From an optimization exercise on the open Yosys and OpenROAD flow, aimed at small area; shortcuts taken in it are not production practice.
For this run, only the layout was checked, not whether the RTL still works.
Power and IR drop assume default switching activity.

### flow/constraint.sdc
create_clock -name core_clock -period 6.0 [get_ports {clk_i}]
set_input_delay 1.2000 -clock core_clock [delete_from_list [all_inputs] [get_ports {clk_i}]]
set_output_delay 1.2000 -clock core_clock [all_outputs]
set_load 0.01 [all_outputs]
### flow/config.mk
export PLATFORM = sky130hd
export DESIGN_NAME = deja_glitch_power
export DESIGN_NICKNAME = deja_glitch_power
export VERILOG_FILES = /design/flow/design.v
export SDC_FILE = /design/flow/constraint.sdc
export NUM_CORES = 4
export LEC_CHECK = 0
export CAP_MARGIN = 20
export CORE_MARGIN = 2
export CORE_UTILIZATION = 40
export PLACE_DENSITY = 0.6
export SLEW_MARGIN = 20
### flow/design.v
module deja_glitch_power (
	input	wire	clk_i,
	input	wire	rst_i,
	input	wire	stb_i,
	input	wire	we_i,
	input	wire	[3:0] adr_i,
	input	wire	[7:0] dat_i,
	output	reg		ack_o,
	output	reg		[7:0] dat_o,
	input	wire	run_i,
	output	reg		power_o
	);
localparam IDLE = 2'd0, RUN = 2'd1, FIN = 2'd2, RUN_IDLE = 2'd3;
reg	[15:0]	run_cnt;
reg	[15:0]	nit;		 
reg	[1:0]	state;
reg	[7:0]	size;
reg	[7:0]	step;
reg			finished;
wire t1 = step[0] & nit[0];
wire t2 = step[0] & nit[1];
wire t3 = step[0] & nit[2];
wire t4 = step[0] & nit[3];
wire t5 = step[0] & nit[4];
wire t6 = step[0] & nit[5];
wire t7 = step[0] & nit[6];
wire t8 = step[0] & nit[7];
wire t9 = step[0] & nit[8];
wire t10 = step[0] & nit[9];
wire t11 = step[0] & nit[10];
wire t12 = step[0] & nit[11];
wire t13 = step[0] & nit[12];
wire t14 = step[0] & nit[13];
wire t15 = step[0] & nit[14];
wire t16 = step[0] & nit[15];
wire t17 = step[1] & nit[0];
wire t18 = step[1] & nit[1];
wire t19 = step[1] & nit[2];
wire t20 = step[1] & nit[3];
wire t21 = step[1] & nit[4];
wire t22 = step[1] & nit[5];
wire t23 = step[1] & nit[6];
wire t24 = step[1] & nit[7];
wire t25 = step[1] & nit[8];
wire t26 = step[1] & nit[9];
wire t27 = step[1] & nit[10];
wire t28 = step[1] & nit[11];
wire t29 = step[1] & nit[12];
wire t30 = step[1] & nit[13];
wire t31 = step[1] & nit[14];
wire t32 = step[2] & nit[0];
wire t33 = step[2] & nit[1];
wire t34 = step[2] & nit[2];
wire t35 = step[2] & nit[3];
wire t36 = step[2] & nit[4];
wire t37 = step[2] & nit[5];
wire t38 = step[2] & nit[6];
wire t39 = step[2] & nit[7];
wire t40 = step[2] & nit[8];
wire t41 = step[2] & nit[9];
wire t42 = step[2] & nit[10];
wire t43 = step[2] & nit[11];
wire t44 = step[2] & nit[12];
wire t45 = step[2] & nit[13];
wire t46 = step[3] & nit[0];
wire t47 = step[3] & nit[1];
wire t48 = step[3] & nit[2];
wire t49 = step[3] & nit[3];
wire t50 = step[3] & nit[4];
wire t51 = step[3] & nit[5];
wire t52 = step[3] & nit[6];
wire t53 = step[3] & nit[7];
wire t54 = step[3] & nit[8];
wire t55 = step[3] & nit[9];
wire t56 = step[3] & nit[10];
wire t57 = step[3] & nit[11];
wire t58 = step[3] & nit[12];
wire t59 = step[4] & nit[0];
wire t60 = step[4] & nit[1];
wire t61 = step[4] & nit[2];
wire t62 = step[4] & nit[3];
wire t63 = step[4] & nit[4];
wire t64 = step[4] & nit[5];
wire t65 = step[4] & nit[6];
wire t66 = step[4] & nit[7];
wire t67 = step[4] & nit[8];
wire t68 = step[4] & nit[9];
wire t69 = step[4] & nit[10];
wire t70 = step[4] & nit[11];
wire t71 = step[5] & nit[0];
wire t72 = step[5] & nit[1];
wire t73 = step[5] & nit[2];
wire t74 = step[5] & nit[3];
wire t75 = step[5] & nit[4];
wire t76 = step[5] & nit[5];
wire t77 = step[5] & nit[6];
wire t78 = step[5] & nit[7];
wire t79 = step[5] & nit[8];
wire t80 = step[5] & nit[9];
wire t81 = step[5] & nit[10];
wire t82 = step[6] & nit[0];
wire t83 = step[6] & nit[1];
wire t84 = step[6] & nit[2];
wire t85 = step[6] & nit[3];
wire t86 = step[6] & nit[4];
wire t87 = step[6] & nit[5];
wire t88 = step[6] & nit[6];
wire t89 = step[6] & nit[7];
wire t90 = step[6] & nit[8];
wire t91 = step[6] & nit[9];
wire t92 = step[7] & nit[0];
wire t93 = step[7] & nit[1];
wire t94 = step[7] & nit[2];
wire t95 = step[7] & nit[3];
wire t96 = step[7] & nit[4];
wire t97 = step[7] & nit[5];
wire t98 = step[7] & nit[6];
wire t99 = step[7] & nit[7];
wire t100 = step[7] & nit[8];
wire t101 = run_cnt[0] ^ t1;
wire t102 = run_cnt[0] & t1;
wire t105 = run_cnt[1] ^ t17;
wire t103 = t105 ^ t2;
wire t104 = (run_cnt[1] & t17) | (t2 & t105);
wire t106 = t102 ^ t103;
wire t107 = t102 & t103;
wire t110 = run_cnt[2] ^ t18;
wire t108 = t110 ^ t3;
wire t109 = (run_cnt[2] & t18) | (t3 & t110);
wire t113 = t32 ^ t104;
wire t111 = t113 ^ t108;
wire t112 = (t32 & t104) | (t108 & t113);
wire t114 = t107 ^ t111;
wire t115 = t107 & t111;
wire t118 = run_cnt[3] ^ t19;
wire t116 = t118 ^ t33;
wire t117 = (run_cnt[3] & t19) | (t33 & t118);
wire t121 = t4 ^ t46;
wire t119 = t121 ^ t109;
wire t120 = (t4 & t46) | (t109 & t121);
wire t124 = t116 ^ t119;
wire t122 = t124 ^ t112;
wire t123 = (t116 & t119) | (t112 & t124);
wire t125 = t115 ^ t122;
wire t126 = t115 & t122;
wire t129 = run_cnt[4] ^ t20;
wire t127 = t129 ^ t34;
wire t128 = (run_cnt[4] & t20) | (t34 & t129);
wire t132 = t47 ^ t5;
wire t130 = t132 ^ t59;
wire t131 = (t47 & t5) | (t59 & t132);
wire t135 = t117 ^ t127;
wire t133 = t135 ^ t130;
wire t134 = (t117 & t127) | (t130 & t135);
wire t138 = t120 ^ t133;
wire t136 = t138 ^ t123;
wire t137 = (t120 & t133) | (t123 & t138);
wire t139 = t126 ^ t136;
wire t140 = t126 & t136;
wire t143 = run_cnt[5] ^ t21;
wire t141 = t143 ^ t35;
wire t142 = (run_cnt[5] & t21) | (t35 & t143);
wire t146 = t48 ^ t6;
wire t144 = t146 ^ t60;
wire t145 = (t48 & t6) | (t60 & t146);
wire t149 = t71 ^ t128;
wire t147 = t149 ^ t131;
wire t148 = (t71 & t128) | (t131 & t149);
wire t152 = t141 ^ t144;
wire t150 = t152 ^ t147;
wire t151 = (t141 & t144) | (t147 & t152);
wire t155 = t134 ^ t150;
wire t153 = t155 ^ t137;
wire t154 = (t134 & t150) | (t137 & t155);
wire t156 = t140 ^ t153;
wire t157 = t140 & t153;
wire t160 = run_cnt[6] ^ t22;
wire t158 = t160 ^ t36;
wire t159 = (run_cnt[6] & t22) | (t36 & t160);
wire t163 = t49 ^ t61;
wire t161 = t163 ^ t7;
wire t162 = (t49 & t61) | (t7 & t163);
wire t166 = t72 ^ t82;
wire t164 = t166 ^ t142;
wire t165 = (t72 & t82) | (t142 & t166);
wire t169 = t145 ^ t158;
wire t167 = t169 ^ t161;
wire t168 = (t145 & t158) | (t161 & t169);
wire t172 = t148 ^ t164;
wire t170 = t172 ^ t167;
wire t171 = (t148 & t164) | (t167 & t172);
wire t175 = t151 ^ t170;
wire t173 = t175 ^ t154;
wire t174 = (t151 & t170) | (t154 & t175);
wire t176 = t157 ^ t173;
wire t177 = t157 & t173;
wire t180 = run_cnt[7] ^ t23;
wire t178 = t180 ^ t37;
wire t179 = (run_cnt[7] & t23) | (t37 & t180);
wire t183 = t50 ^ t62;
wire t181 = t183 ^ t73;
wire t182 = (t50 & t62) | (t73 & t183);
wire t186 = t8 ^ t83;
wire t184 = t186 ^ t92;
wire t185 = (t8 & t83) | (t92 & t186);
wire t189 = t159 ^ t162;
wire t187 = t189 ^ t178;
wire t188 = (t159 & t162) | (t178 & t189);
wire t192 = t181 ^ t184;
wire t190 = t192 ^ t165;
wire t191 = (t181 & t184) | (t165 & t192);
wire t195 = t168 ^ t187;
wire t193 = t195 ^ t190;
wire t194 = (t168 & t187) | (t190 & t195);
wire t198 = t171 ^ t193;
wire t196 = t198 ^ t174;
wire t197 = (t171 & t193) | (t174 & t198);
wire t199 = t177 ^ t196;
wire t200 = t177 & t196;
wire t203 = run_cnt[8] ^ t24;
wire t201 = t203 ^ t38;
wire t202 = (run_cnt[8] & t24) | (t38 & t203);
wire t206 = t51 ^ t63;
wire t204 = t206 ^ t74;
wire t205 = (t51 & t63) | (t74 & t206);
wire t209 = t84 ^ t9;
wire t207 = t209 ^ t93;
wire t208 = (t84 & t9) | (t93 & t209);
wire t212 = t179 ^ t182;
wire t210 = t212 ^ t185;
wire t211 = (t179 & t182) | (t185 & t212);
wire t215 = t201 ^ t204;
wire t213 = t215 ^ t207;
wire t214 = (t201 & t204) | (t207 & t215);
wire t218 = t210 ^ t188;
wire t216 = t218 ^ t213;
wire t217 = (t210 & t188) | (t213 & t218);
wire t221 = t191 ^ t216;
wire t219 = t221 ^ t194;
wire t220 = (t191 & t216) | (t194 & t221);
wire t224 = t219 ^ t197;
wire t222 = t224 ^ t200;
wire t223 = (t219 & t197) | (t200 & t224);
wire t227 = run_cnt[9] ^ t10;
wire t225 = t227 ^ t25;
wire t226 = (run_cnt[9] & t10) | (t25 & t227);
wire t230 = t39 ^ t52;
wire t228 = t230 ^ t64;
wire t229 = (t39 & t52) | (t64 & t230);
wire t233 = t75 ^ t85;
wire t231 = t233 ^ t94;
wire t232 = (t75 & t85) | (t94 & t233);
wire t236 = t202 ^ t205;
wire t234 = t236 ^ t208;
wire t235 = (t202 & t205) | (t208 & t236);
wire t239 = t225 ^ t228;
wire t237 = t239 ^ t231;
wire t238 = (t225 & t228) | (t231 & t239);
wire t242 = t211 ^ t234;
wire t240 = t242 ^ t214;
wire t241 = (t211 & t234) | (t214 & t242);
wire t245 = t237 ^ t217;
wire t243 = t245 ^ t240;
wire t244 = (t237 & t217) | (t240 & t245);
wire t248 = t243 ^ t220;
wire t246 = t248 ^ t223;
wire t247 = (t243 & t220) | (t223 & t248);
wire t251 = run_cnt[10] ^ t11;
wire t249 = t251 ^ t26;
wire t250 = (run_cnt[10] & t11) | (t26 & t251);
wire t254 = t40 ^ t53;
wire t252 = t254 ^ t65;
wire t253 = (t40 & t53) | (t65 & t254);
wire t257 = t76 ^ t86;
wire t255 = t257 ^ t95;
wire t256 = (t76 & t86) | (t95 & t257);
wire t260 = t226 ^ t229;
wire t258 = t260 ^ t232;
wire t259 = (t226 & t229) | (t232 & t260);
wire t263 = t249 ^ t252;
wire t261 = t263 ^ t255;
wire t262 = (t249 & t252) | (t255 & t263);
wire t266 = t235 ^ t258;
wire t264 = t266 ^ t238;
wire t265 = (t235 & t258) | (t238 & t266);
wire t269 = t261 ^ t241;
wire t267 = t269 ^ t264;
wire t268 = (t261 & t241) | (t264 & t269);
wire t272 = t244 ^ t267;
wire t270 = t272 ^ t247;
wire t271 = (t244 & t267) | (t247 & t272);
wire t275 = run_cnt[11] ^ t12;
wire t273 = t275 ^ t27;
wire t274 = (run_cnt[11] & t12) | (t27 & t275);
wire t278 = t41 ^ t54;
wire t276 = t278 ^ t66;
wire t277 = (t41 & t54) | (t66 & t278);
wire t281 = t77 ^ t87;
wire t279 = t281 ^ t96;
wire t280 = (t77 & t87) | (t96 & t281);
wire t284 = t250 ^ t253;
wire t282 = t284 ^ t256;
wire t283 = (t250 & t253) | (t256 & t284);
wire t287 = t273 ^ t276;
wire t285 = t287 ^ t279;
wire t286 = (t273 & t276) | (t279 & t287);
wire t290 = t259 ^ t282;
wire t288 = t290 ^ t262;
wire t289 = (t259 & t282) | (t262 & t290);
wire t293 = t285 ^ t265;
wire t291 = t293 ^ t288;
wire t292 = (t285 & t265) | (t288 & t293);
wire t296 = t268 ^ t291;
wire t294 = t296 ^ t271;
wire t295 = (t268 & t291) | (t271 & t296);
wire t299 = run_cnt[12] ^ t13;
wire t297 = t299 ^ t28;
wire t298 = (run_cnt[12] & t13) | (t28 & t299);
wire t302 = t42 ^ t55;
wire t300 = t302 ^ t67;
wire t301 = (t42 & t55) | (t67 & t302);
wire t305 = t78 ^ t88;
wire t303 = t305 ^ t97;
wire t304 = (t78 & t88) | (t97 & t305);
wire t308 = t274 ^ t277;
wire t306 = t308 ^ t280;
wire t307 = (t274 & t277) | (t280 & t308);
wire t311 = t297 ^ t300;
wire t309 = t311 ^ t303;
wire t310 = (t297 & t300) | (t303 & t311);
wire t314 = t283 ^ t306;
wire t312 = t314 ^ t286;
wire t313 = (t283 & t306) | (t286 & t314);
wire t317 = t309 ^ t289;
wire t315 = t317 ^ t312;
wire t316 = (t309 & t289) | (t312 & t317);
wire t320 = t292 ^ t315;
wire t318 = t320 ^ t295;
wire t319 = (t292 & t315) | (t295 & t320);
wire t323 = run_cnt[13] ^ t14;
wire t321 = t323 ^ t29;
wire t322 = (run_cnt[13] & t14) | (t29 & t323);
wire t326 = t43 ^ t56;
wire t324 = t326 ^ t68;
wire t325 = (t43 & t56) | (t68 & t326);
wire t329 = t79 ^ t89;
wire t327 = t329 ^ t98;
wire t328 = (t79 & t89) | (t98 & t329);
wire t332 = t298 ^ t301;
wire t330 = t332 ^ t304;
wire t331 = (t298 & t301) | (t304 & t332);
wire t335 = t321 ^ t324;
wire t333 = t335 ^ t327;
wire t334 = (t321 & t324) | (t327 & t335);
wire t338 = t307 ^ t330;
wire t336 = t338 ^ t310;
wire t337 = (t307 & t330) | (t310 & t338);
wire t341 = t333 ^ t313;
wire t339 = t341 ^ t336;
wire t340 = (t333 & t313) | (t336 & t341);
wire t344 = t316 ^ t339;
wire t342 = t344 ^ t319;
wire t343 = (t316 & t339) | (t319 & t344);
wire t347 = run_cnt[14] ^ t15;
wire t345 = t347 ^ t30;
wire t346 = (run_cnt[14] & t15) | (t30 & t347);
wire t350 = t44 ^ t57;
wire t348 = t350 ^ t69;
wire t349 = (t44 & t57) | (t69 & t350);
wire t353 = t80 ^ t90;
wire t351 = t353 ^ t99;
wire t352 = (t80 & t90) | (t99 & t353);
wire t356 = t322 ^ t325;
wire t354 = t356 ^ t328;
wire t355 = (t322 & t325) | (t328 & t356);
wire t359 = t345 ^ t348;
wire t357 = t359 ^ t351;
wire t358 = (t345 & t348) | (t351 & t359);
wire t362 = t331 ^ t354;
wire t360 = t362 ^ t334;
wire t361 = (t331 & t354) | (t334 & t362);
wire t365 = t357 ^ t337;
wire t363 = t365 ^ t360;
wire t364 = (t357 & t337) | (t360 & t365);
wire t368 = t340 ^ t363;
wire t366 = t368 ^ t343;
wire t367 = (t340 & t363) | (t343 & t368);
wire t369 = run_cnt[15] ^ t100 ^ t31 ^ t16 ^ t58 ^ t70 ^ t81 ^ t91 ^ t45 ^ t346 ^ t349 ^ t352 ^ t355 ^ t358 ^ t361 ^ t364 ^ t367;
wire [15:0] diff = {t369, t366, t342, t318, t294, t270, t246, t222, t199, t176, t156, t139, t125, t114, t106, t101};
wire hi0 = (diff[15:8] == 8'd0);
wire eq0 = hi0 && (diff[7:0] == 8'd0);
wire eqs = hi0 && (diff[7:0] == size);
always @(posedge clk_i) begin
	ack_o <= 1'b0;
	if (rst_i) begin
		size <= 8'd1;
		step <= 8'd1;
		finished <= 1'b0;
		power_o <= 1'b1;
		dat_o <= 8'd0;
		run_cnt <= 16'd0;
		nit <= 16'd0;
		state <= IDLE;
	end else begin
		if (stb_i) begin
			if (we_i) begin
				if (adr_i == 4'd0) size <= dat_i;
				if (adr_i == 4'd1) step <= dat_i;
				if (adr_i[3:1] == 3'd0) ack_o <= 1'b1;
				else dat_o <= 8'd0;
			end else begin
				case (adr_i)
				4'd0: dat_o <= size;
				4'd1: dat_o <= step;
				4'd2: dat_o <= {7'd0, finished};
				default: dat_o <= 8'd0;
				endcase
				ack_o <= (adr_i < 4'd3);
			end
		end
		finished <= (state == FIN);
		run_cnt <= (state == RUN) ? run_cnt + 16'd1 : {15'd0, (state == IDLE) & run_i};
		case (state)
		IDLE: begin
			power_o <= !(run_i && eq0);
			if (run_i) state <= RUN;
		end
		RUN: begin
			if (!run_i) state <= FIN;
			else if (eq0) power_o <= 1'b0;
			else if (eqs) begin
				power_o <= 1'b1;
				state <= RUN_IDLE;
			end
		end
		RUN_IDLE: begin
			if (!run_i) begin
				nit <= nit - 16'd1;
				state <= IDLE;
			end
		end
		FIN: begin
			nit <= nit - 16'd1;
			power_o <= 1'b1;
			state <= IDLE;
		end
		endcase
	end
end
endmodule
### flow/run.sh
#!/bin/bash
# synth_recipe.tcl (not shown) runs the flow's synth.tcl, then flattens the netlist and writes it again
# the make line also repeats each setting of config.mk as NAME=value (left out here)
make -C /OpenROAD-flow-scripts/flow DESIGN_CONFIG=/design/flow/config.mk WORK_HOME=/design/flow/orfs CLKGATE_MAP_FILE= SYNTH_SCRIPT=/design/flow/synth_recipe.tcl finish
==> run notes <==
[cell usage after synthesis (7+ instances only)]
| master | number | area share [%] |
|---|---|---|
| a21oi_1 | 15 | 1.3 |
| clkbuf_1 | 26 | 1.7 |
| inv_1 | 80 | 5.3 |
| ha_1 | 15 | 3.3 |
| nor3_1 | 7 | 0.62 |
| xor2_1 | 16 | 2.5 |
| fa_1 | 84 | 30 |
| nand2_1 | 40 | 2.7 |
| mux2i_1 | 10 | 1.8 |
| and2_1 | 77 | 8.5 |
| nor2_1 | 55 | 3.7 |
| nand3_1 | 14 | 1.2 |
| mux2_1 | 7 | 1.4 |
| xnor2_1 | 26 | 4.0 |
| a22oi_1 | 8 | 1.1 |
| nand4_1 | 7 | 0.78 |
| nor4_1 | 7 | 0.78 |
| dfxtp_1 | 61 | 22 |
[worst max-delay path, cell delays in order (launching register included)]
cell and delay (ps):
dfxtp_4 380, nand2_4 50, fa_2 530, inv_2 40, fa_2 340, fa_2 360, fa_2 350, fa_2 350
fa_2 450, ha_4 180, ha_4 150, inv_2 50, fa_2 180, inv_2 40, fa_2 330, fa_2 360
fa_2 350, fa_2 350, fa_2 350, fa_2 360, xor2_2 180, xnor2_1 160, xnor2_1 140, xnor3_2 350
o32ai_4 250, o21ai_1 100, o32a_1 170
[kinds of logic after synthesis]
family / share of synthesized area (%)
AO/OA/AOI/OAI: 5.17
flip-flops: 21.7
adder cells (fa/ha/maj): 33.1
XOR/XNOR: 7.90
multiplexers: 3.37
AND/OR/NAND/NOR: 21.3
buffers and inverters: 7.45
[through the flow]
stage,util [%],hold WS (ps)
after floorplan,-,459
after global placement,46.2,482
after detailed placement,46.2,494
after CTS,49.0,508
after global routing,49.3,536
final,49.3,511
[state kept, by name, indices dropped and copies added (netlist names), 2 cells and up]
name     count
step         8
nit         16
run_cnt     16
state        2
size         8
dat_o        8
[cell type report]
type,instances,area (um^2),share of cell area [%]
multi-input cells,439,4110,60.3
flip-flops and latches,61,1240,18.1
repair buffers,70,604,8.87
inverters,83,312,4.57
clock buffers,11,264,3.87
well taps,180,225,3.30
clock inverters,5,63.8,0.936
[timing repair]
action / 4_1_cts / 5_1_grt
endpoints found under the setup margin: 3 / 3
setup buffers: 1 / 0
pin swaps: 6 / 3
gates cloned: 0 / 0
gates resized for setup: 18 / 9
[power by group]
part	internal, W	total, W	switching, W
Clock	0.000362	0.000572	0.000211
Combinational	0.000393	0.000888	0.000495
Sequential	0.000460	0.000518	0.0000579
Total	0.00121	0.00198	0.000764
[routing by layer]
| metal | vias up | wire (um) | global-route usage (%) |
|---|---|---|---|
| met5 | - | 0 | 0 |
| met4 | 0 | 460 | 8.62 |
| met3 | 25 | 539 | 4.00 |
| met2 | 75 | 6480 | 33.1 |
| met1 | 2087 | 6350 | 27.0 |
| li1 | 2014 | - | - |
[how the worst min path moves through the flow]
| stage | start | end | slack (ps) | cells after the start |
|---|---|---|---|---|
| floorplan | step[5] | step[5] | 460 | 2 |
| global placement | run_cnt[7] | run_cnt[7] | 480 | 2 |
| detailed placement | power_o | power_o | 490 | 1 |
| finish | run_cnt[7] | run_cnt[7] | 510 | 2 |
| global route | run_cnt[7] | run_cnt[7] | 540 | 2 |
| CTS | power_o | power_o | 510 | 1 |
==> run notes <==
outcome finished with violations; layout check failures negative setup slack; die height 123 um; setup repair after global routing missed its margin true; MaxCap Viol Count 0; share of cells above drive strength 1 roughly 17%; Max VDD drop roughly 0.19 mV; measured slew at the worst slew-check pin 955 ps; Rows between 40 and 50; Cells after Synth about 610; DP Worst Slack -1130 ps; synth warn 1; Initial Util just over 40%; Total Power slightly below 0.002 W; final wirelength roughly 14,000 um; most common cell after layout, fill and taps aside and2_1; DRT iter0 DRCs 300; worst-path fanout max 5; global-route congestion overflow total 0; pin count of the biggest net entering global routing approximately 50; clock latency on the worst-skew pair 340 ps; max_slew headroom ~36%; total CTS buffers 9; final-report hold violation count 0; global-route wire length before repair approximately 23,000 um; Chip Width roughly 120 um; Netlist cell types between 40 and 50; vias 4,201; vias in the first global route roughly 4.6k; IO Count 27; Placed Cells 832; NumNets Final between 700 and 800; syn_nets 728; PortBufs 26; Final ANT Viol Nets 0; via/cell ratio between 4 and 5; Max clock buf depth 2; Max Fclk about 0.14 GHz; Cell Pwr Density a little under 300 nW/um^2; Clock Sinks 61; R2R Setup Slk -1010 ps; number of flops mapped to enable cells by yosys 0; setup tns final -2840 ps; Core Box Area about 14,000 um^2; CP startpoint kind flop; commonest non-fill, non-tap cells in the layout and2_1, inv_1, fa_1; # DRC 0; FILL cells about 1.3k; CP endpoint power_o; WL/cell 16.3 um; die area about 15,000 um^2; crit path kind reg2reg; DP Area roughly 6400 um^2; R2R Path Start step[1]; static leakage 2.74 nW; Critical Path AT approximately 7200 ps; hold_buf cts 0; ys flop type dfxtp_1; sequential fraction of the synthesis area a little over a fifth; finished layout cell area ~7000 um^2; clk root buf clkbuf_16; CTS H-tree depth 3; Async S/R FF share, synth 0%; Clock Skew about 7.4 ps; Final WS setup -1010 ps; final setup fails 3; reg2reg end power_o; Pins Over Slew Limit 0; gpl congestion approximately 0.86; Synth-to-Final Area Change 20.8%; Final Cycle Share 117%; Post-Syn Area approximately 5600 um^2; Pre-antenna DRT Iters 4; #FFs+latches synth 61; clk slew on worst S/H paths 60 ps; diodes inserted 0; GRT Resource Usage Total between 20 and 25%; Worst EP required around 6200 ps; Worst Hold Class reg2reg; fin cells around 850; endpoint class of the critical path flop; CTS tree yes; initial antenna violation count 0; syn avg cell area between 9 and 10 um^2; hpwl dp ~11,000 um; R2R cell count 26; Period minus WS final about 7000 ps; Worst Setup SP step[1]

[separate check: timing with driven ports]
The flow's constraints put no driver on any port. The routed layout listed below was extracted and timed again, unchanged, in two steps. Step 1 assumes that a clkbuf_16 drives the clock port and a buf_2 every other input. Step 2 also shifts input and output timing later by t, the mid clock arrival at the registers, as if the neighbouring blocks saw the same clock. Slacks: ideal / step 1 / step 2; pairs: ideal / step 1.
t, ns: 0.379
setup WS [ns]: -1.006 / -1.006 / -1.006
worst setup path after step 2: register to register
latest minus earliest clock arrival (ns): 0.008 / 0.008
worst slew at a driven data input, ns: 0.04
The setup slack of this run moves by 0.000 ns with the drivers and by 0.000 ns with both steps.
